From an optimization exercise on the open Yosys and OpenROAD flow, aimed at small area and a short achievable clock period; shortcuts taken in it are not production practice. No run shown here included a check of the RTL's function; only the layout flow was run.

$ cat flow/config.mk
export PLATFORM = sky130hd
export DESIGN_NAME = alu_stage
export DESIGN_NICKNAME = alu_stage
export VERILOG_FILES = /design/flow/design.v
export SDC_FILE = /design/flow/constraint.sdc
export NUM_CORES = 4
export LEC_CHECK = 0
export ABC_AREA = 1
export CAP_MARGIN = 20
export CORE_MARGIN = 2
export CORE_UTILIZATION = 40
export SLEW_MARGIN = 70
export SYNTH_HIERARCHICAL = 1
export SYNTH_MINIMUM_KEEP_SIZE = 0
$ cat flow/constraint.sdc
create_clock -name core_clock -period 15.0 [get_ports {clk}]
set_input_delay 3.0000 -clock core_clock [delete_from_list [all_inputs] [get_ports {clk}]]
set_output_delay 3.0000 -clock core_clock [all_outputs]
set_load 0.01 [all_outputs]
$ cat flow/design.v
module Adder32Bit(a, b, s);
	input [31:0] a, b;
	output [31:0] s;
	assign s = a + b;
endmodule
module SignExtender(sign, _sign);
	input [9:0] sign;
	output [31:0] _sign;
	assign _sign[9:0] = sign[9:0]; 
	genvar i;
	for(i=10; i<32; i=i+1)
		assign _sign[i] = sign[9];
endmodule
module fullAdder(cin, x, y, cout, s);
	input cin, x, y;
	output cout, s;
	assign cout = (x&y) | (x&cin) | (y&cin);
	assign s = x^y^cin;
endmodule
module halfAdder(x, y, cout, s);
	input x, y;
	output cout, s;
	assign cout = x & y;
	assign s = x ^ y;
endmodule
module alu_stage(clk, a, b, imm, alu_src, alu_ctl, result, zero);
	input clk;
	input [31:0] a, b;
	input [9:0] imm;
	input alu_src;
	input [2:0] alu_ctl;
	output [31:0] result;
	output zero;
	wire [31:0] se = {{22{imm[9]}}, imm};
	wire is_add = alu_ctl == 3'b000;
	wire is_sub = alu_ctl == 3'b001;
	wire is_neg = alu_ctl == 3'b010;
	wire is_mul = alu_ctl == 3'b011;
	wire is_and = alu_ctl == 3'b100;
	wire is_or  = alu_ctl == 3'b101;
	wire is_xor = alu_ctl == 3'b110;
	wire is_not = alu_ctl == 3'b111;
	wire [31:0] u = (alu_src & (is_add | is_sub)) ? se : b;
	wire p1 = is_add | is_or, q1 = is_and, r1 = is_xor;
	wire p0 = is_sub, q0 = is_or | is_xor;
	wire [31:0] cr = (u & ({32{p1}} | ({32{q1}} & a) | ({32{r1}} & ~a))) |
		(~u & ({32{p0}} | ({32{q0}} & a)));
	wire [15:0] one, two, inv;
	wire [32:0] bx = {b, 1'b0};
	wire k0 = is_mul ? bx[2] : (is_neg | is_sub);
	genvar i;
	generate
		for (i = 0; i < 16; i = i + 1) begin : enc
			wire b0 = bx[2*i], b1 = bx[2*i+1], b2 = bx[2*i+2];
			if (i == 0) begin : d0
				assign one[i] = is_mul ? (b1 ^ b0) : (is_add | is_sub | is_neg | is_not);
				assign two[i] = is_mul & ((b2 & ~b1 & ~b0) | (~b2 & b1 & b0));
				assign inv[i] = is_mul ? b2 : (is_neg | is_not);
			end else begin : dn
				assign one[i] = is_mul & (b1 ^ b0);
				assign two[i] = is_mul & ((b2 & ~b1 & ~b0) | (~b2 & b1 & b0));
				assign inv[i] = is_mul & b2;
			end
		end
	endgenerate
	reg [31:0] a_q, cr_q;
	reg [15:0] one_q, two_q, inv_q;
	reg k0_q;
	always@(posedge clk) begin
		a_q <= a;
		cr_q <= cr;
		one_q <= one;
		two_q <= two;
		inv_q <= inv;
		k0_q <= k0;
	end
	wire [31:0] pp0 = ((({32{one_q[0]}} & a_q[31:0]) | ({32{two_q[0]}} & {a_q[30:0], 1'b0})) ^ {32{inv_q[0]}});
	wire [29:0] pp1 = ((({30{one_q[1]}} & a_q[29:0]) | ({30{two_q[1]}} & {a_q[28:0], 1'b0})) ^ {30{inv_q[1]}});
	wire [27:0] pp2 = ((({28{one_q[2]}} & a_q[27:0]) | ({28{two_q[2]}} & {a_q[26:0], 1'b0})) ^ {28{inv_q[2]}});
	wire [25:0] pp3 = ((({26{one_q[3]}} & a_q[25:0]) | ({26{two_q[3]}} & {a_q[24:0], 1'b0})) ^ {26{inv_q[3]}});
	wire [23:0] pp4 = ((({24{one_q[4]}} & a_q[23:0]) | ({24{two_q[4]}} & {a_q[22:0], 1'b0})) ^ {24{inv_q[4]}});
	wire [21:0] pp5 = ((({22{one_q[5]}} & a_q[21:0]) | ({22{two_q[5]}} & {a_q[20:0], 1'b0})) ^ {22{inv_q[5]}});
	wire [19:0] pp6 = ((({20{one_q[6]}} & a_q[19:0]) | ({20{two_q[6]}} & {a_q[18:0], 1'b0})) ^ {20{inv_q[6]}});
	wire [17:0] pp7 = ((({18{one_q[7]}} & a_q[17:0]) | ({18{two_q[7]}} & {a_q[16:0], 1'b0})) ^ {18{inv_q[7]}});
	wire [15:0] pp8 = ((({16{one_q[8]}} & a_q[15:0]) | ({16{two_q[8]}} & {a_q[14:0], 1'b0})) ^ {16{inv_q[8]}});
	wire [13:0] pp9 = ((({14{one_q[9]}} & a_q[13:0]) | ({14{two_q[9]}} & {a_q[12:0], 1'b0})) ^ {14{inv_q[9]}});
	wire [11:0] pp10 = ((({12{one_q[10]}} & a_q[11:0]) | ({12{two_q[10]}} & {a_q[10:0], 1'b0})) ^ {12{inv_q[10]}});
	wire [9:0] pp11 = ((({10{one_q[11]}} & a_q[9:0]) | ({10{two_q[11]}} & {a_q[8:0], 1'b0})) ^ {10{inv_q[11]}});
	wire [7:0] pp12 = ((({8{one_q[12]}} & a_q[7:0]) | ({8{two_q[12]}} & {a_q[6:0], 1'b0})) ^ {8{inv_q[12]}});
	wire [5:0] pp13 = ((({6{one_q[13]}} & a_q[5:0]) | ({6{two_q[13]}} & {a_q[4:0], 1'b0})) ^ {6{inv_q[13]}});
	wire [3:0] pp14 = ((({4{one_q[14]}} & a_q[3:0]) | ({4{two_q[14]}} & {a_q[2:0], 1'b0})) ^ {4{inv_q[14]}});
	wire [1:0] pp15 = ((({2{one_q[15]}} & a_q[1:0]) | ({2{two_q[15]}} & {a_q[0:0], 1'b0})) ^ {2{inv_q[15]}});
	wire s0, t0, s1, t1, s2, t2, s3, t3, s4, t4, s5, t5, s6, t6, s7, t7;
	wire s8, t8, s9, t9, s10, t10, s11, t11, s12, t12, s13, t13, s14, t14, s15, t15;
	wire s16, t16, s17, t17, s18, t18, s19, t19, s20, t20, s21, t21, s22, t22, s23, t23;
	wire s24, t24, s25, s26, s27, s28, s29, s30, t30, s31, t31, s32, t32, s33, t33, s34;
	wire t34, s35, t35, s36, t36, s37, t37, s38, t38, s39, t39, s40, t40, s41, t41, s42;
	wire t42, s43, t43, s44, t44, s45, t45, s46, t46, s47, t47, s48, t48, s49, t49, s50;
	wire t50, s51, t51, s52, t52, s53, t53, s54, t54, s55, t55, s56, t56, s57, t57, s58;
	wire t58, s59, t59, s60, t60, s61, t61, s62, t62, s63, t63, s64, t64, s65, t65, s66;
	wire t66, s67, t67, s68, t68, s69, t69, s70, t70, s71, t71, s72, t72, s73, t73, s74;
	wire t74, s75, t75, s76, t76, s77, t77, s78, t78, s79, t79, s80, t80, s81, t81, s82;
	wire t82, s83, t83, s84, t84, s85, t85, s86, s87, s88, s89, s90, t90, s91, t91, s92;
	wire t92, s93, t93, s94, t94, s95, t95, s96, t96, s97, t97, s98, t98, s99, t99, s100;
	wire t100, s101, t101, s102, t102, s103, t103, s104, t104, s105, t105, s106, t106, s107, t107, s108;
	wire t108, s109, t109, s110, t110, s111, t111, s112, t112, s113, t113, s114, t114, s115, t115, s116;
	wire t116, s117, t117, s118, t118, s119, t119, s120, t120, s121, t121, s122, t122, s123, t123, s124;
	wire t124, s125, t125, s126, t126, s127, t127, s128, t128, s129, t129, s130, t130, s131, t131, s132;
	wire t132, s133, t133, s134, t134, s135, t135, s136, t136, s137, t137, s138, t138, s139, t139, s140;
	wire t140, s141, t141, s142, t142, s143, t143, s144, t144, s145, t145, s146, t146, s147, t147, s148;
	wire t148, s149, t149, s150, t150, s151, t151, s152, t152, s153, s154, s155, s156, t156, s157, t157;
	wire s158, t158, s159, t159, s160, t160, s161, t161, s162, t162, s163, t163, s164, t164, s165, t165;
	wire s166, t166, s167, t167, s168, t168, s169, t169, s170, t170, s171, t171, s172, t172, s173, t173;
	wire s174, t174, s175, t175, s176, t176, s177, t177, s178, t178, s179, t179, s180, t180, s181, t181;
	wire s182, t182, s183, t183, s184, t184, s185, t185, s186, t186, s187, t187, s188, t188, s189, t189;
	wire s190, t190, s191, t191, s192, t192, s193, t193, s194, t194, s195, t195, s196, t196, s197, t197;
	wire s198, t198, s199, t199, s200, t200, s201, t201, s202, t202, s203, t203, s204, t204, s205, t205;
	wire s206, t206, s207, t207, s208, s209, s210, t210, s211, t211, s212, t212, s213, t213, s214, t214;
	wire s215, t215, s216, t216, s217, t217, s218, t218, s219, t219, s220, t220, s221, t221, s222, t222;
	wire s223, t223, s224, t224, s225, t225, s226, t226, s227, t227, s228, t228, s229, t229, s230, t230;
	wire s231, t231, s232, t232, s233, t233, s234, t234, s235, t235, s236, t236, s237, t237, s238, t238;
	wire s239, s240, t240, s241, t241, s242, t242, s243, t243, s244, t244, s245, t245, s246, t246, s247;
	wire t247, s248, t248, s249, t249, s250, t250, s251, t251, s252, t252, s253, t253, s254, t254, s255;
	wire t255, s256, t256, s257, t257, s258, t258, s259, t259, s260, t260, s261, t261, s262, t262, s263;
	wire t263, s264, t264, s265, t265, s266, t266, s267, t267, s268, t268, s269, t269, s270, t270, s271;
	halfAdder ha0(inv_q[11], cr_q[22], t0, s0);
	halfAdder ha1(cr_q[23], pp0[23], t1, s1);
	fullAdder fa2(pp0[24], inv_q[12], cr_q[24], t2, s2);
	halfAdder ha3(pp1[22], pp2[20], t3, s3);
	fullAdder fa4(pp1[23], cr_q[25], pp0[25], t4, s4);
	halfAdder ha5(pp2[21], pp3[19], t5, s5);
	fullAdder fa6(pp0[26], inv_q[13], cr_q[26], t6, s6);
	fullAdder fa7(pp3[20], pp1[24], pp2[22], t7, s7);
	halfAdder ha8(pp4[18], pp5[16], t8, s8);
	fullAdder fa9(pp1[25], cr_q[27], pp0[27], t9, s9);
	fullAdder fa10(pp4[19], pp2[23], pp3[21], t10, s10);
	halfAdder ha11(pp5[17], pp6[15], t11, s11);
	fullAdder fa12(pp0[28], inv_q[14], cr_q[28], t12, s12);
	fullAdder fa13(pp3[22], pp1[26], pp2[24], t13, s13);
	fullAdder fa14(pp6[16], pp4[20], pp5[18], t14, s14);
	halfAdder ha15(pp7[14], pp8[12], t15, s15);
	fullAdder fa16(pp1[27], cr_q[29], pp0[29], t16, s16);
	fullAdder fa17(pp4[21], pp2[25], pp3[23], t17, s17);
	fullAdder fa18(pp7[15], pp5[19], pp6[17], t18, s18);
	halfAdder ha19(pp8[13], pp9[11], t19, s19);
	fullAdder fa20(pp0[30], inv_q[15], cr_q[30], t20, s20);
	fullAdder fa21(pp3[24], pp1[28], pp2[26], t21, s21);
	fullAdder fa22(pp6[18], pp4[22], pp5[20], t22, s22);
	fullAdder fa23(pp9[12], pp7[16], pp8[14], t23, s23);
	halfAdder ha24(pp10[10], pp11[8], t24, s24);
	assign s25 = cr_q[31] ^ pp0[31] ^ pp1[29];
	assign s26 = pp2[27] ^ pp3[25] ^ pp4[23];
	assign s27 = pp5[21] ^ pp6[19] ^ pp7[17];
	assign s28 = pp8[15] ^ pp9[13] ^ pp10[11];
	assign s29 = pp11[9] ^ pp12[7];
	halfAdder ha30(inv_q[7], cr_q[14], t30, s30);
	halfAdder ha31(cr_q[15], pp0[15], t31, s31);
	fullAdder fa32(pp0[16], inv_q[8], cr_q[16], t32, s32);
	halfAdder ha33(pp1[14], pp2[12], t33, s33);
	fullAdder fa34(pp1[15], cr_q[17], pp0[17], t34, s34);
	halfAdder ha35(pp2[13], pp3[11], t35, s35);
	fullAdder fa36(pp0[18], inv_q[9], cr_q[18], t36, s36);
	fullAdder fa37(pp3[12], pp1[16], pp2[14], t37, s37);
	halfAdder ha38(pp4[10], pp5[8], t38, s38);
	fullAdder fa39(pp1[17], cr_q[19], pp0[19], t39, s39);
	fullAdder fa40(pp4[11], pp2[15], pp3[13], t40, s40);
	halfAdder ha41(pp5[9], pp6[7], t41, s41);
	fullAdder fa42(pp0[20], inv_q[10], cr_q[20], t42, s42);
	fullAdder fa43(pp3[14], pp1[18], pp2[16], t43, s43);
	fullAdder fa44(pp6[8], pp4[12], pp5[10], t44, s44);
	halfAdder ha45(pp7[6], pp8[4], t45, s45);
	fullAdder fa46(pp1[19], cr_q[21], pp0[21], t46, s46);
	fullAdder fa47(pp4[13], pp2[17], pp3[15], t47, s47);
	fullAdder fa48(pp7[7], pp5[11], pp6[9], t48, s48);
	halfAdder ha49(pp8[5], pp9[3], t49, s49);
	fullAdder fa50(pp1[20], s0, pp0[22], t50, s50);
	fullAdder fa51(pp4[14], pp2[18], pp3[16], t51, s51);
	fullAdder fa52(pp7[8], pp5[12], pp6[10], t52, s52);
	fullAdder fa53(pp10[2], pp8[6], pp9[4], t53, s53);
	fullAdder fa54(pp2[19], t0, pp1[21], t54, s54);
	fullAdder fa55(pp5[13], pp3[17], pp4[15], t55, s55);
	fullAdder fa56(pp8[7], pp6[11], pp7[9], t56, s56);
	fullAdder fa57(pp11[1], pp9[5], pp10[3], t57, s57);
	fullAdder fa58(pp5[14], pp3[18], pp4[16], t58, s58);
	fullAdder fa59(pp8[8], pp6[12], pp7[10], t59, s59);
	fullAdder fa60(pp11[2], pp9[6], pp10[4], t60, s60);
	fullAdder fa61(s2, pp12[0], t1, t61, s61);
	fullAdder fa62(pp6[13], pp4[17], pp5[15], t62, s62);
	fullAdder fa63(pp9[7], pp7[11], pp8[9], t63, s63);
	fullAdder fa64(pp12[1], pp10[5], pp11[3], t64, s64);
	fullAdder fa65(s4, t2, t3, t65, s65);
	fullAdder fa66(pp8[10], pp6[14], pp7[12], t66, s66);
	fullAdder fa67(pp11[4], pp9[8], pp10[6], t67, s67);
	fullAdder fa68(t4, pp12[2], pp13[0], t68, s68);
	fullAdder fa69(s7, t5, s6, t69, s69);
	fullAdder fa70(pp9[9], pp7[13], pp8[11], t70, s70);
	fullAdder fa71(pp12[3], pp10[7], pp11[5], t71, s71);
	fullAdder fa72(t7, pp13[1], t6, t72, s72);
	fullAdder fa73(s10, t8, s9, t73, s73);
	fullAdder fa74(pp11[6], pp9[10], pp10[8], t74, s74);
	fullAdder fa75(pp14[0], pp12[4], pp13[2], t75, s75);
	fullAdder fa76(t11, t9, t10, t76, s76);
	fullAdder fa77(s14, s12, s13, t77, s77);
	fullAdder fa78(pp12[5], pp10[9], pp11[7], t78, s78);
	fullAdder fa79(t12, pp13[3], pp14[1], t79, s79);
	fullAdder fa80(t15, t13, t14, t80, s80);
	fullAdder fa81(s18, s16, s17, t81, s81);
	fullAdder fa82(pp14[2], pp12[6], pp13[4], t82, s82);
	fullAdder fa83(t17, pp15[0], t16, t83, s83);
	fullAdder fa84(s20, t18, t19, t84, s84);
	fullAdder fa85(s23, s21, s22, t85, s85);
	assign s86 = pp13[5] ^ pp14[3] ^ pp15[1];
	assign s87 = t20 ^ t21 ^ t22;
	assign s88 = t23 ^ t24 ^ s25;
	assign s89 = s26 ^ s27 ^ s28;
	halfAdder ha90(inv_q[4], cr_q[8], t90, s90);
	halfAdder ha91(cr_q[9], pp0[9], t91, s91);
	fullAdder fa92(pp0[10], inv_q[5], cr_q[10], t92, s92);
	halfAdder ha93(pp1[8], pp2[6], t93, s93);
	fullAdder fa94(pp1[9], cr_q[11], pp0[11], t94, s94);
	halfAdder ha95(pp2[7], pp3[5], t95, s95);
	fullAdder fa96(pp0[12], inv_q[6], cr_q[12], t96, s96);
	fullAdder fa97(pp3[6], pp1[10], pp2[8], t97, s97);
	halfAdder ha98(pp4[4], pp5[2], t98, s98);
	fullAdder fa99(pp1[11], cr_q[13], pp0[13], t99, s99);
	fullAdder fa100(pp4[5], pp2[9], pp3[7], t100, s100);
	halfAdder ha101(pp5[3], pp6[1], t101, s101);
	fullAdder fa102(pp1[12], s30, pp0[14], t102, s102);
	fullAdder fa103(pp4[6], pp2[10], pp3[8], t103, s103);
	fullAdder fa104(pp7[0], pp5[4], pp6[2], t104, s104);
	fullAdder fa105(pp2[11], t30, pp1[13], t105, s105);
	fullAdder fa106(pp5[5], pp3[9], pp4[7], t106, s106);
	fullAdder fa107(s31, pp6[3], pp7[1], t107, s107);
	fullAdder fa108(pp5[6], pp3[10], pp4[8], t108, s108);
	fullAdder fa109(pp8[0], pp6[4], pp7[2], t109, s109);
	fullAdder fa110(s33, t31, s32, t110, s110);
	fullAdder fa111(pp6[5], pp4[9], pp5[7], t111, s111);
	fullAdder fa112(t32, pp7[3], pp8[1], t112, s112);
	fullAdder fa113(s35, t33, s34, t113, s113);
	fullAdder fa114(pp8[2], pp6[6], pp7[4], t114, s114);
	fullAdder fa115(t35, pp9[0], t34, t115, s115);
	fullAdder fa116(s38, s36, s37, t116, s116);
	fullAdder fa117(pp9[1], pp7[5], pp8[3], t117, s117);
	fullAdder fa118(t38, t36, t37, t118, s118);
	fullAdder fa119(s41, s39, s40, t119, s119);
	fullAdder fa120(t39, pp9[2], pp10[0], t120, s120);
	fullAdder fa121(s42, t40, t41, t121, s121);
	fullAdder fa122(s45, s43, s44, t122, s122);
	fullAdder fa123(t43, pp10[1], t42, t123, s123);
	fullAdder fa124(s46, t44, t45, t124, s124);
	fullAdder fa125(s49, s47, s48, t125, s125);
	fullAdder fa126(t47, pp11[0], t46, t126, s126);
	fullAdder fa127(s50, t48, t49, t127, s127);
	fullAdder fa128(s53, s51, s52, t128, s128);
	fullAdder fa129(t52, t50, t51, t129, s129);
	fullAdder fa130(s55, t53, s54, t130, s130);
	fullAdder fa131(s1, s56, s57, t131, s131);
	fullAdder fa132(t56, t54, t55, t132, s132);
	fullAdder fa133(s59, t57, s58, t133, s133);
	fullAdder fa134(s61, s60, s3, t134, s134);
	fullAdder fa135(t60, t58, t59, t135, s135);
	fullAdder fa136(s64, s62, s63, t136, s136);
	fullAdder fa137(s65, s5, t61, t137, s137);
	fullAdder fa138(t64, t62, t63, t138, s138);
	fullAdder fa139(s8, s66, s67, t139, s139);
	fullAdder fa140(s69, s68, t65, t140, s140);
	fullAdder fa141(s70, t66, t67, t141, s141);
	fullAdder fa142(t68, s71, s11, t142, s142);
	fullAdder fa143(s73, s72, t69, t143, s143);
	fullAdder fa144(s74, t70, t71, t144, s144);
	fullAdder fa145(t72, s75, s15, t145, s145);
	fullAdder fa146(s77, s76, t73, t146, s146);
	fullAdder fa147(s78, t74, t75, t147, s147);
	fullAdder fa148(s79, s19, t76, t148, s148);
	fullAdder fa149(s81, s80, t77, t149, s149);
	fullAdder fa150(s24, t78, s82, t150, s150);
	fullAdder fa151(s83, t79, t80, t151, s151);
	fullAdder fa152(s85, t81, s84, t152, s152);
	assign s153 = t82 ^ s86 ^ s29;
	assign s154 = t83 ^ s87 ^ t84;
	assign s155 = t85 ^ s88 ^ s89;
	halfAdder ha156(inv_q[2], cr_q[4], t156, s156);
	halfAdder ha157(cr_q[5], pp0[5], t157, s157);
	fullAdder fa158(pp0[6], inv_q[3], cr_q[6], t158, s158);
	halfAdder ha159(pp1[4], pp2[2], t159, s159);
	fullAdder fa160(pp1[5], cr_q[7], pp0[7], t160, s160);
	halfAdder ha161(pp2[3], pp3[1], t161, s161);
	fullAdder fa162(pp1[6], s90, pp0[8], t162, s162);
	fullAdder fa163(pp4[0], pp2[4], pp3[2], t163, s163);
	fullAdder fa164(pp2[5], t90, pp1[7], t164, s164);
	fullAdder fa165(s91, pp3[3], pp4[1], t165, s165);
	fullAdder fa166(pp5[0], pp3[4], pp4[2], t166, s166);
	fullAdder fa167(s93, t91, s92, t167, s167);
	fullAdder fa168(t92, pp4[3], pp5[1], t168, s168);
	fullAdder fa169(s95, t93, s94, t169, s169);
	fullAdder fa170(t95, pp6[0], t94, t170, s170);
	fullAdder fa171(s98, s96, s97, t171, s171);
	fullAdder fa172(t98, t96, t97, t172, s172);
	fullAdder fa173(s101, s99, s100, t173, s173);
	fullAdder fa174(t101, t99, t100, t174, s174);
	fullAdder fa175(s104, s102, s103, t175, s175);
	fullAdder fa176(t104, t102, t103, t176, s176);
	fullAdder fa177(s107, s105, s106, t177, s177);
	fullAdder fa178(s108, t105, t106, t178, s178);
	fullAdder fa179(s110, s109, t107, t179, s179);
	fullAdder fa180(s111, t108, t109, t180, s180);
	fullAdder fa181(s113, s112, t110, t181, s181);
	fullAdder fa182(t112, t111, s114, t182, s182);
	fullAdder fa183(s116, s115, t113, t183, s183);
	fullAdder fa184(t115, t114, s117, t184, s184);
	fullAdder fa185(s119, s118, t116, t185, s185);
	fullAdder fa186(s120, t117, t118, t186, s186);
	fullAdder fa187(s122, t119, s121, t187, s187);
	fullAdder fa188(t121, t120, s123, t188, s188);
	fullAdder fa189(s125, t122, s124, t189, s189);
	fullAdder fa190(t124, t123, s126, t190, s190);
	fullAdder fa191(s128, t125, s127, t191, s191);
	fullAdder fa192(t127, t126, s129, t192, s192);
	fullAdder fa193(s131, t128, s130, t193, s193);
	fullAdder fa194(t130, t129, s132, t194, s194);
	fullAdder fa195(s134, t131, s133, t195, s195);
	fullAdder fa196(t133, t132, s135, t196, s196);
	fullAdder fa197(s137, s136, t134, t197, s197);
	fullAdder fa198(t136, t135, s138, t198, s198);
	fullAdder fa199(s140, s139, t137, t199, s199);
	fullAdder fa200(s141, t138, t139, t200, s200);
	fullAdder fa201(s143, s142, t140, t201, s201);
	fullAdder fa202(t142, t141, s144, t202, s202);
	fullAdder fa203(s146, s145, t143, t203, s203);
	fullAdder fa204(t145, t144, s147, t204, s204);
	fullAdder fa205(s149, t146, s148, t205, s205);
	fullAdder fa206(t148, t147, s150, t206, s206);
	fullAdder fa207(s152, t149, s151, t207, s207);
	assign s208 = t150 ^ s153 ^ t151;
	assign s209 = t152 ^ s154 ^ s155;
	halfAdder ha210(inv_q[1], cr_q[2], t210, s210);
	halfAdder ha211(cr_q[3], pp0[3], t211, s211);
	fullAdder fa212(pp1[2], s156, pp0[4], t212, s212);
	fullAdder fa213(pp2[1], t156, pp1[3], t213, s213);
	fullAdder fa214(s158, pp3[0], t157, t214, s214);
	fullAdder fa215(s160, t158, t159, t215, s215);
	fullAdder fa216(s162, t160, t161, t216, s216);
	fullAdder fa217(s164, t162, t163, t217, s217);
	fullAdder fa218(t165, t164, s166, t218, s218);
	fullAdder fa219(t167, t166, s168, t219, s219);
	fullAdder fa220(t169, t168, s170, t220, s220);
	fullAdder fa221(t171, t170, s172, t221, s221);
	fullAdder fa222(t173, t172, s174, t222, s222);
	fullAdder fa223(t175, t174, s176, t223, s223);
	fullAdder fa224(t177, t176, s178, t224, s224);
	fullAdder fa225(t179, t178, s180, t225, s225);
	fullAdder fa226(t181, t180, s182, t226, s226);
	fullAdder fa227(t183, t182, s184, t227, s227);
	fullAdder fa228(s186, t184, t185, t228, s228);
	fullAdder fa229(s188, t186, t187, t229, s229);
	fullAdder fa230(s190, t188, t189, t230, s230);
	fullAdder fa231(s192, t190, t191, t231, s231);
	fullAdder fa232(s194, t192, t193, t232, s232);
	fullAdder fa233(t195, t194, s196, t233, s233);
	fullAdder fa234(t197, t196, s198, t234, s234);
	fullAdder fa235(t199, t198, s200, t235, s235);
	fullAdder fa236(t201, t200, s202, t236, s236);
	fullAdder fa237(t203, t202, s204, t237, s237);
	fullAdder fa238(t205, t204, s206, t238, s238);
	assign s239 = t206 ^ s208 ^ t207;
	halfAdder ha240(k0_q, cr_q[0], t240, s240);
	halfAdder ha241(cr_q[1], pp0[1], t241, s241);
	fullAdder fa242(pp1[0], s210, pp0[2], t242, s242);
	fullAdder fa243(s211, t210, pp1[1], t243, s243);
	fullAdder fa244(s212, pp2[0], t211, t244, s244);
	fullAdder fa245(s157, t212, s213, t245, s245);
	fullAdder fa246(s214, t213, s159, t246, s246);
	fullAdder fa247(s215, s161, t214, t247, s247);
	fullAdder fa248(s216, s163, t215, t248, s248);
	fullAdder fa249(s165, t216, s217, t249, s249);
	fullAdder fa250(s218, t217, s167, t250, s250);
	fullAdder fa251(s219, s169, t218, t251, s251);
	fullAdder fa252(s220, s171, t219, t252, s252);
	fullAdder fa253(s221, s173, t220, t253, s253);
	fullAdder fa254(s222, s175, t221, t254, s254);
	fullAdder fa255(s177, t222, s223, t255, s255);
	fullAdder fa256(s224, t223, s179, t256, s256);
	fullAdder fa257(s225, s181, t224, t257, s257);
	fullAdder fa258(s226, s183, t225, t258, s258);
	fullAdder fa259(s227, s185, t226, t259, s259);
	fullAdder fa260(s228, s187, t227, t260, s260);
	fullAdder fa261(s229, s189, t228, t261, s261);
	fullAdder fa262(s230, s191, t229, t262, s262);
	fullAdder fa263(s231, s193, t230, t263, s263);
	fullAdder fa264(s195, t231, s232, t264, s264);
	fullAdder fa265(s233, t232, s197, t265, s265);
	fullAdder fa266(s234, s199, t233, t266, s266);
	fullAdder fa267(s235, s201, t234, t267, s267);
	fullAdder fa268(s236, s203, t235, t268, s268);
	fullAdder fa269(s237, s205, t236, t269, s269);
	fullAdder fa270(s238, s207, t237, t270, s270);
	assign s271 = s209 ^ t238 ^ s239;
	wire [31:0] x = {t270, t269, t268, t267, t266, t265, t264, t263, t262, t261, t260, t259, t258, t257, t256, t255, t254, t253, t252, t251, t250, t249, t248, t247, t246, t245, t244, t243, t242, t241, t240, s240};
	wire [31:0] y = {s271, s270, s269, s268, s267, s266, s265, s264, s263, s262, s261, s260, s259, s258, s257, s256, s255, s254, s253, s252, s251, s250, s249, s248, s247, s246, s245, s244, s243, s242, s241, pp0[0]};
	wire [24:0] lo = x[23:0] + y[23:0];
	reg [23:0] lo_q;
	reg c_q;
	reg [7:0] xh_q, yh_q;
	always@(posedge clk) begin
		lo_q <= lo[23:0];
		c_q <= lo[24];
		xh_q <= x[31:24];
		yh_q <= y[31:24];
	end
	wire [8:0] hs = {xh_q, 1'b1} + {yh_q, c_q};
	wire [7:0] hi = hs[8:1];
	assign result = {hi, lo_q};
	wire [7:0] hx = xh_q ^ yh_q;
	wire [7:0] hc = {xh_q[6:0] | yh_q[6:0], c_q};
	assign zero = (lo_q == 24'b0) & (hx == hc);
endmodule
$ cat flow/run.sh
#!/bin/bash
# synth_recipe.tcl (not shown) runs the flow's synth.tcl, then flattens the netlist and writes it again
# the make line also repeats each setting of config.mk as NAME=value (left out here)
make -C /OpenROAD-flow-scripts/flow DESIGN_CONFIG=/design/flow/config.mk WORK_HOME=/design/flow/orfs CLKGATE_MAP_FILE= SYNTH_SCRIPT=/design/flow/synth_recipe.tcl finish
==> results of run 1 <==
[state kept, by name, summed over array words and instances (netlist names)]
| signal | cells |
|---|---|
| lo_q | 24 |
| yh_q | 8 |
| inv_q | 16 |
| k0_q | 1 |
| xh_q | 8 |
| a_q | 32 |
| two_q | 16 |
| one_q | 16 |
| c_q | 1 |
| cr_q | 32 |
[cell type report]
class / instances / area, um^2
Fill cell: 4049 / 22800
Multi-Input combinational cell: 1499 / 12700
Sequential cell: 154 / 3090
Timing Repair Buffer: 144 / 1390
Tap cell: 539 / 674
Inverter: 154 / 608
Clock buffer: 19 / 443
Clock inverter: 13 / 131
[kinds of logic after synthesis]
kind of cell | Yosys count
compound gates | 483
xor+xnor | 300
fa+ha+maj | 296
buf+inv | 282
flops | 154
mux | 4
simple gates | 416
[layer usage]
| metal | wire length [um] | share of wire (%) | vias up |
|---|---|---|---|
| li1 | - | - | 6556 |
| met1 | 23800 | 43 | 6991 |
| met2 | 24500 | 44 | 835 |
| met3 | 4980 | 8.9 | 139 |
| met4 | 2690 | 4.8 | 0 |
| met5 | 0 | 0 | - |
[per-module statistics from Yosys (local to each module, per instance)]
module,flops+latches,cells
fullAdder,0,1
halfAdder,0,1
alu_stage,154,1679
[worst max-delay path, delay by kind of cell, from the launching register on]
family / cells / cell delay, ns
buffers and inverters: 1 / 0.55
xor gates and xnor gates: 1 / 0.16
and+or+nand+nor: 8 / 0.66
DFF: 1 / 0.33
adders and majority gates: 1 / 0.47
AOI/OAI and AO/OA: 1 / 0.11
[cells in the final DEF, fill, tap and decap left out, types with 3 or more instances in the layout]
cell and instances:
buf_6 7, a31oi_1 14, nor4_1 4, o22ai_1 242
nand3_1 40, xnor2_1 22, dfxtp_1 152, clkbuf_16 17
nand4_1 4, o21ai_0 77, inv_6 5, a2111oi_2 5
buf_4 26, nor2_1 85, clkinv_2 8, clkinv_1 6
a21oi_1 119, inv_2 22, a21o_1 3, ha_1 69
inv_1 111, clkdlybuf4s50_1 111, nand2_2 6, fa_1 227
inv_4 9, nor2_2 3, nand3b_1 5, o21ai_1 11
nand2_4 3, xor2_1 276, nand2_1 255, mux2i_1 4
[worst min path at each step]
stage / cells after the start / start / slack [ns] / to
6_report: 2 / k0_q / 0.81 / lo_q[0]
4_1_cts: 2 / k0_q / 0.78 / lo_q[0]
3_5_place_dp: 2 / k0_q / 0.76 / lo_q[0]
3_3_place_gp: 2 / k0_q / 0.75 / lo_q[0]
2_1_floorplan: 2 / k0_q / 0.54 / lo_q[0]
5_1_grt: 2 / k0_q / 0.81 / lo_q[0]
[stage by stage]
stage	hold slack [ns]
global placement	0.749
floorplan	0.543
CTS	0.781
finish	0.810
global route	0.808
detailed placement	0.758
==> results by group, run 1 <==
Outcome
  • Status: complete, no violations

Timing
  • Pins Over Slew Limit: 0
  • Setup violations, final: 0
  • Slew Limit Headroom: 69.7%
  • Worst Slack Setup Final: 9.27 ns
  • Post-route setup TNS: 0 ns
  • Clk_skew: 0.0186 ns
  • RSZ-0062 raised after global routing: no
  • Final Cycle Share: approximately two fifths
  • Fmax: ~170 MHz
  • Min Tclk post-route: 5.73 ns
  • Least-Margin Pin Slew: 0.454 ns
  • Final Hold Vio Count: 0

Logic synthesis
  • FF+latch count, synth: 154
  • Post-synthesis sequential area ratio: 18.2%
  • Prevailing post-synth register cell: dfxtp_1
  • Syn nets: 2310
  • Post-synth cell types: 43
  • Top cell type by total area after synthesis: fa_1
  • Post-Syn Instances: 1935
  • Post-synthesis simple-gate area fraction: just over 10%
  • Adder-Cell Fraction of Synth Area: about a third
  • Synth area leaders: fa_1 27%, dfxtp_1 18%, xor2_1 14%, o22ai_1 8.9%, nand2_1 5.7%
  • Mux cell area share after synthesis: 0.237%
  • Synthesized cell area: 16900 um^2
  • Async S/R FF share, synth: 0%
  • Mean Syn Cell Area: roughly 9 um^2
  • Yosys warning total: 7
  • Post-synth EDFFs: 0
  • Post-synthesis compound-gate area fraction: ~17%
  • Synth Area in XOR/XNOR: between 15 and 20%
  • Largest family of logic cells by synthesized area: adder cells
  • Most common cell in the netlist: xor2_1
  • Synth top area share: 26.8%
  • Top cells by count, synth: 277 x xor2_1, 255 x nand2_1, 242 x o22ai_1

Clocking
  • Total CTS buffers: 17
  • Worst-Skew Late Latency: 0.45 ns
  • Total clock sinks: roughly 150
  • Clock Path Buffers: 2
  • Root buffer cell: clkbuf_16
  • Clock edge transition at the registers on the reported setup and hold paths: 0.07 ns
  • Setup bufs post-CTS: 0
  • Post_cts resized: 0
  • CTS tree: built
  • Hold Buf Count CTS: 0
  • Max H-tree Level: 4

Worst setup path
  • CP Launch Type: register
  • CP max stage delay: 0.55 ns
  • Worst path slowest cell: clkdlybuf4s50_1
  • CP startpoint: c_q
  • CP endpoint kind: output port
  • WP data required: 12.00 ns
  • Reg2Reg Setup Slack: 9.77 ns
  • Crit-path max FO: 2
  • CP Class: register to output port
  • R2R Path End: lo_q[21]
  • Crit path cell chain: fa_1 > nand3_1 > nand3_1 > nand2_1 > nand2_1 > nand2_1 > a21boi_0 > nor2_1 > nor2_1 > nor2_1 > xor2_1 > clkdlybuf4s50_1
  • Reg-to-reg startpoint: one_q[0]
  • CP endpoint: result[31]
  • Cells on worst reg2reg path: 16
  • Crit path DAT: 2.73 ns

Global route
  • Largest net degree at the start of global routing: 35
  • Grt ovf: 0
  • Global Route Usage Sum: 25.8%
  • Global routing's busiest layer: met2
  • GR Layer Usage met1: 35.6%
  • Met3 Track Usage GR: 4.25%
  • GR Util met2: 39.7%
  • Vias in the first global route: around 15000
  • First-pass GRT wire length: slightly below 90000 um
  • Initial antenna violation count: 1

Min path
  • Worst hold path type: register to register

Floorplan
  • Initial Util: 40.4%
  • # rows: 75
  • I/O pin total: approximately 110
  • Die W: 210 um
  • Core area: 41900 um^2
  • Die Height: between 200 and 250 um
  • Area of the die: approximately 44000 um^2

Drt
  • DRC: 0
  • Vias: roughly 15000
  • Wire per inst: 22.2 um
  • Initial DRC count: 1375
  • Antenna Nets Post-Route: 0
  • Vias per cell: between 5 and 6
  • DRT Pass-1 Iters: 6
  • Final wirelength: 55900 um

Final layout
  • Final #Nets: 2345
  • Final cell area excluding filler cells: 19000 um^2
  • Final Non-Filler Cells: around 2500
  • Fin util: 45.5%
  • Area delta synth->final: 12.4%
  • Layout cells sized above 1: about 7%
  • Diodes inserted: 0

Placement
  • RD Place Congestion: 0.878
  • DP HPWL: 41800 um
  • Post-place instance area: 18500 um^2
  • Buffers on Ports: 111
  • # placed instances: 2490
  • Post-Place Worst Slack: roughly 9.7 ns

Run
  • Max_cap viols: 0
==> run 2: changes to the inputs <==
==> flow/design.v (replaced) <==
module Adder32Bit(a, b, s);
	input [31:0] a, b;
	output [31:0] s;
	wire [32:0] c;
	assign c[0] = 1'b0;
	genvar i;
	generate
		for(i=0; i<32; i=i+1) begin : fa_chain
			fullAdder fa(c[i], a[i], b[i], c[i+1], s[i]);
		end
	endgenerate
endmodule
module fullAdder(cin, x, y, cout, s);
	input cin, x, y;
	output cout, s;
	assign cout = (x&y) | (x&cin) | (y&cin);
	assign s = x^y^cin;
endmodule
module SignExtender(sign, _sign);
	input [9:0] sign;
	output [31:0] _sign;
	assign _sign[9:0] = sign[9:0]; 
	genvar i;
	for(i=10; i<32; i=i+1)
		assign _sign[i] = sign[9];
endmodule
module ALU(readData1, readData2, sign_extended, aluSrc, aluControl, zero, result);
	input [31:0] readData1, readData2, sign_extended;
	input aluSrc;
	input [2:0] aluControl;
	output zero;
	output [31:0] result;
	reg [31:0] res;
	reg [31:0] temp1, temp2;
	wire [31:0] sum;
	assign result = (aluControl == 3'b000 || aluControl == 3'b001) ? sum : res;
	assign zero = (result == 32'b0);
	always@(*)begin
		temp1 = 32'b0;
		temp2 = 32'b0;
		res = 32'b0;
		case(aluControl)
		3'b000:begin	 
			temp1 = readData1;
			temp2 = aluSrc? sign_extended : readData2;
		end
		3'b001:begin	 
			temp1 = readData1;
			temp2 = aluSrc? -sign_extended : -readData2;
		end
		3'b010:begin	 
			res = -readData1;
		end
		3'b011:begin
			res = readData1*readData2;	 
		end
		3'b100:begin
			res = readData1&readData2;
		end
		3'b101:begin
			res = readData1|readData2;
		end
		3'b110:begin
			res = readData1^readData2;
		end
		3'b111:begin
			res = ~readData1;
		end
		endcase
	end
	Adder32Bit adder(temp1, temp2, sum);
endmodule
module alu_stage(clk, a, b, imm, alu_src, alu_ctl, result, zero);
	input clk;
	input [31:0] a, b;
	input [9:0] imm;
	input alu_src;
	input [2:0] alu_ctl;
	output reg [31:0] result;
	output reg zero;
	reg [31:0] a_q, b_q;
	reg [9:0] imm_q;
	reg src_q;
	reg [2:0] ctl_q;
	wire [31:0] imm_ext;
	wire [31:0] alu_result;
	wire alu_zero;
	always@(posedge clk) begin
		a_q <= a;
		b_q <= b;
		imm_q <= imm;
		src_q <= alu_src;
		ctl_q <= alu_ctl;
		result <= alu_result;
		zero <= alu_zero;
	end
	SignExtender se(imm_q, imm_ext);
	ALU alu(a_q, b_q, imm_ext, src_q, ctl_q, alu_zero, alu_result);
endmodule
--- a/flow/config.mk
+++ b/flow/config.mk
@@ -7,3 +7,2 @@
 export LEC_CHECK = 0
-export ABC_AREA = 1
 export CAP_MARGIN = 20
@@ -11,4 +10,2 @@
 export CORE_UTILIZATION = 40
-export SLEW_MARGIN = 70
-export SYNTH_HIERARCHICAL = 1
-export SYNTH_MINIMUM_KEEP_SIZE = 0
+export SLEW_MARGIN = 20
==> results by group, run 2 <==
Placement
  • Post-place instance area: 25800 um^2
  • Buffers on Ports: 111
  • DP HPWL: 71700 um
  • RD Place Congestion: 1.03
  • # placed instances: 3659
  • Post-Place Worst Slack: -0.173 ns

Min path
  • WHS Path Cells: 3
  • Worst hold path type: register to register

Clocking
  • Worst-Skew Late Latency: 0.43 ns
  • Clock edge transition at the registers on the reported setup and hold paths: ~0.1 ns
  • Total clock sinks: 111
  • Clock Path Buffers: 2
  • Max H-tree Level: 3
  • Total CTS buffers: 9
  • Hold Buf Count CTS: 0
  • CTS tree: built
  • Setup bufs post-CTS: 0
  • Root buffer cell: clkbuf_16

Timing
  • RSZ-0062 raised after global routing: no
  • Clk_skew: 0.0326 ns
  • Least-Margin Pin Slew: 1.20 ns
  • Hold WS: 0.743 ns
  • Worst Slack Setup Final: 0.407 ns
  • Final Cycle Share: around 100%
  • Final Hold Vio Count: 0
  • Setup violations, final: 0
  • Slew Limit Headroom: 19.8%
  • Min Tclk post-route: 14.59 ns
  • Post-route setup TNS: 0 ns
  • Pins Over Slew Limit: 0
  • Fmax: slightly below 70 MHz

Worst setup path
  • CP max stage delay: about 0.5 ns
  • Cell family with most CP delay: adder cells
  • Crit-path max FO: 3
  • Worst path slowest cell: mux4_2
  • Reg2Reg Setup Slack: 0.41 ns
  • WP data required: 15.34 ns
  • CP Launch Type: register
  • Levels on crit path: 43
  • Crit path DAT: about 15 ns
  • Crit-path most repeated cell: fa_2
  • CP endpoint kind: register
  • Cells on worst reg2reg path: 43
  • CP Class: register to register
  • Critical path buffer and inverter count: 2

Floorplan
  • I/O pin total: roughly 110
  • Die W: around 250 um
  • Initial Util: 40.4%
  • Core area: 58800 um^2
  • Die Height: 248 um
  • # rows: 89
  • Area of the die: 61300 um^2

Drt
  • Wire per inst: 25.3 um
  • Initial DRC count: 2059
  • Vias per cell: approximately 5.6
  • Antenna Nets Post-Route: 0
  • Vias: 20500
  • DRT Pass-1 Iters: 6
  • Final wirelength: 93100 um
  • DRC: 0

Final layout
  • Final cell area excluding filler cells: 26200 um^2
  • Layout cells sized above 1: 5.75%
  • Most frequent cells in the layout: 596 x inv_1, 466 x nand2_1, 410 x fa_1
  • Final #Nets: 3612
  • Commonest non-fill, non-tap cell in the layout: inv_1
  • Fillers: 5873
  • Top flop regs: a_q x32, b_q x32, result x32
  • Area delta synth->final: 10.3%
  • Final Non-Filler Cells: between 3000 and 4000
  • Fin util: 44.5%
  • Diodes inserted: 0

Logic synthesis
  • Mean Syn Cell Area: 8.31 um^2
  • Post-Syn Instances: 2857
  • Synth area leaders: fa_1 37%, ha_1 10%, inv_1 9.4%, dfxtp_1 9.4%, nand2_1 7.4%
  • FF+latch count, synth: about 110
  • Post-synth EDFFs: 0
  • Async S/R FF share, synth: 0%
  • Post-synth cell types: 81
  • Yosys warning total: 2
  • Post-synthesis sequential area ratio: under 10%
  • Synth top area share: 37.0%
  • Most common cell in the netlist: inv_1
  • Top cell type by total area after synthesis: fa_1
  • Synthesized cell area: roughly 24000 um^2
  • Syn nets: about 3600
  • Prevailing post-synth register cell: dfxtp_1
  • Top cells by count, synth: 596 x inv_1, 468 x nand2_1, 438 x fa_1

Global route
  • First-pass GRT wire length: roughly 140000 um
  • Vias in the first global route: 21800
  • Largest net degree at the start of global routing: between 70 and 80
  • Grt ovf: 0
  • Initial antenna violation count: 4
  • Global Route Usage Sum: 31.4%

Outcome
  • Status: complete, no violations

Run
  • Max_cap viols: 0
## run 2: cell count changes after synthesis, sizes merged, moves of 24 or more
cell    before  now
fa         227  438
dfxtp      154  111
nor3         4   28
nor2        89  256
nand2      264  468
xnor2       23   99
a21oi      119   82
inv        145  599
o22ai      242   14
xor2       277   22
ha          69  198
clkbuf      57   90
## run 2: kinds of logic after synthesis
kind of cell	synth area share, %
compound gates	8.83
xor+xnor	4.56
fa+ha+maj	47.4
buf+inv	12.3
flops	9.36
mux	2.19
simple gates	15.3
## run 2: routing by layer
metal | part of all wire (%) | wire [um] | GRT usage, %
met5 | 0.038 | 35 | 0
met4 | 5.6 | 5260 | 16.1
met3 | 9.8 | 9150 | 6.62
met2 | 44 | 40700 | 48.0
met1 | 41 | 37900 | 42.2
## run 2: worst register-to-register path, delay by kind of cell (launching register included)
family / cells / cell delay, ns
XOR/XNOR: 1 / 0.17
AND/OR/NAND/NOR: 5 / 1.23
flip-flops: 1 / 0.34
multiplexers: 1 / 0.50
adder cells (fa/ha/maj): 31 / 11.63
AO/OA/AOI/OAI: 3 / 0.54
buffers and inverters: 2 / 0.10
## run 2: final timing paths
| kind | end | start |
|---|---|---|
| worst min-delay path | result[1] | a_q[1] |
| worst max register to register | zero | imm_q[0] |
| worst max-delay path | zero | imm_q[0] |
| worst min register to register | result[1] | a_q[1] |
## run 2: what timing repair did
action | 4_1_cts | 5_1_grt
endpoints found under the setup margin | 1 | 1
gates cloned | 0 | 0
endpoints found under the hold margin | 0 | 0
pin swaps | 3 | 11
gates resized for setup | 4 | 2
## run 2: final cells by class
type | count | area (um^2) | area share, %
multi-input cells | 1978 | 18700 | 71.4
flip-flops and latches | 111 | 2230 | 8.52
clock buffers | 9 | 225 | 0.861
repair buffers | 183 | 1650 | 6.31
clock inverters | 7 | 101 | 0.387
inverters | 614 | 2310 | 8.81
well taps | 773 | 967 | 3.70

[re-timing with driven ports]
In the flow no input, the clock included, has a driving cell. The finished layouts below were timed again as built, in two steps.
Step 1 (the two cells are an assumption about what drives the block):
set clk [get_ports {clk}]
set_driving_cell -lib_cell sky130_fd_sc_hd__clkbuf_16 $clk
set_driving_cell -lib_cell sky130_fd_sc_hd__buf_2 [delete_from_list [all_inputs] $clk]
Step 2 also shifts input and output timing later by t, the mid clock arrival at the registers, as if the neighbouring blocks saw the same clock.
Slacks: no drivers / after step 1 / after step 2; pairs: no drivers / after step 1.
run | t, ns | setup slack, ns | hold WS [ns] | latest minus earliest clock arrival (ns) | cell pins on the clock port's net
run 1 | 0.491 | 9.272 / 9.221 / 9.712 | 0.810 / 0.810 / 0.810 | 0.019 / 0.018 | 1
run 2 | 0.475 | 0.407 / 0.407 / 0.407 | 0.743 / 0.743 / 0.743 | 0.033 / 0.033 | 1
After both steps every run listed still meets setup and hold.
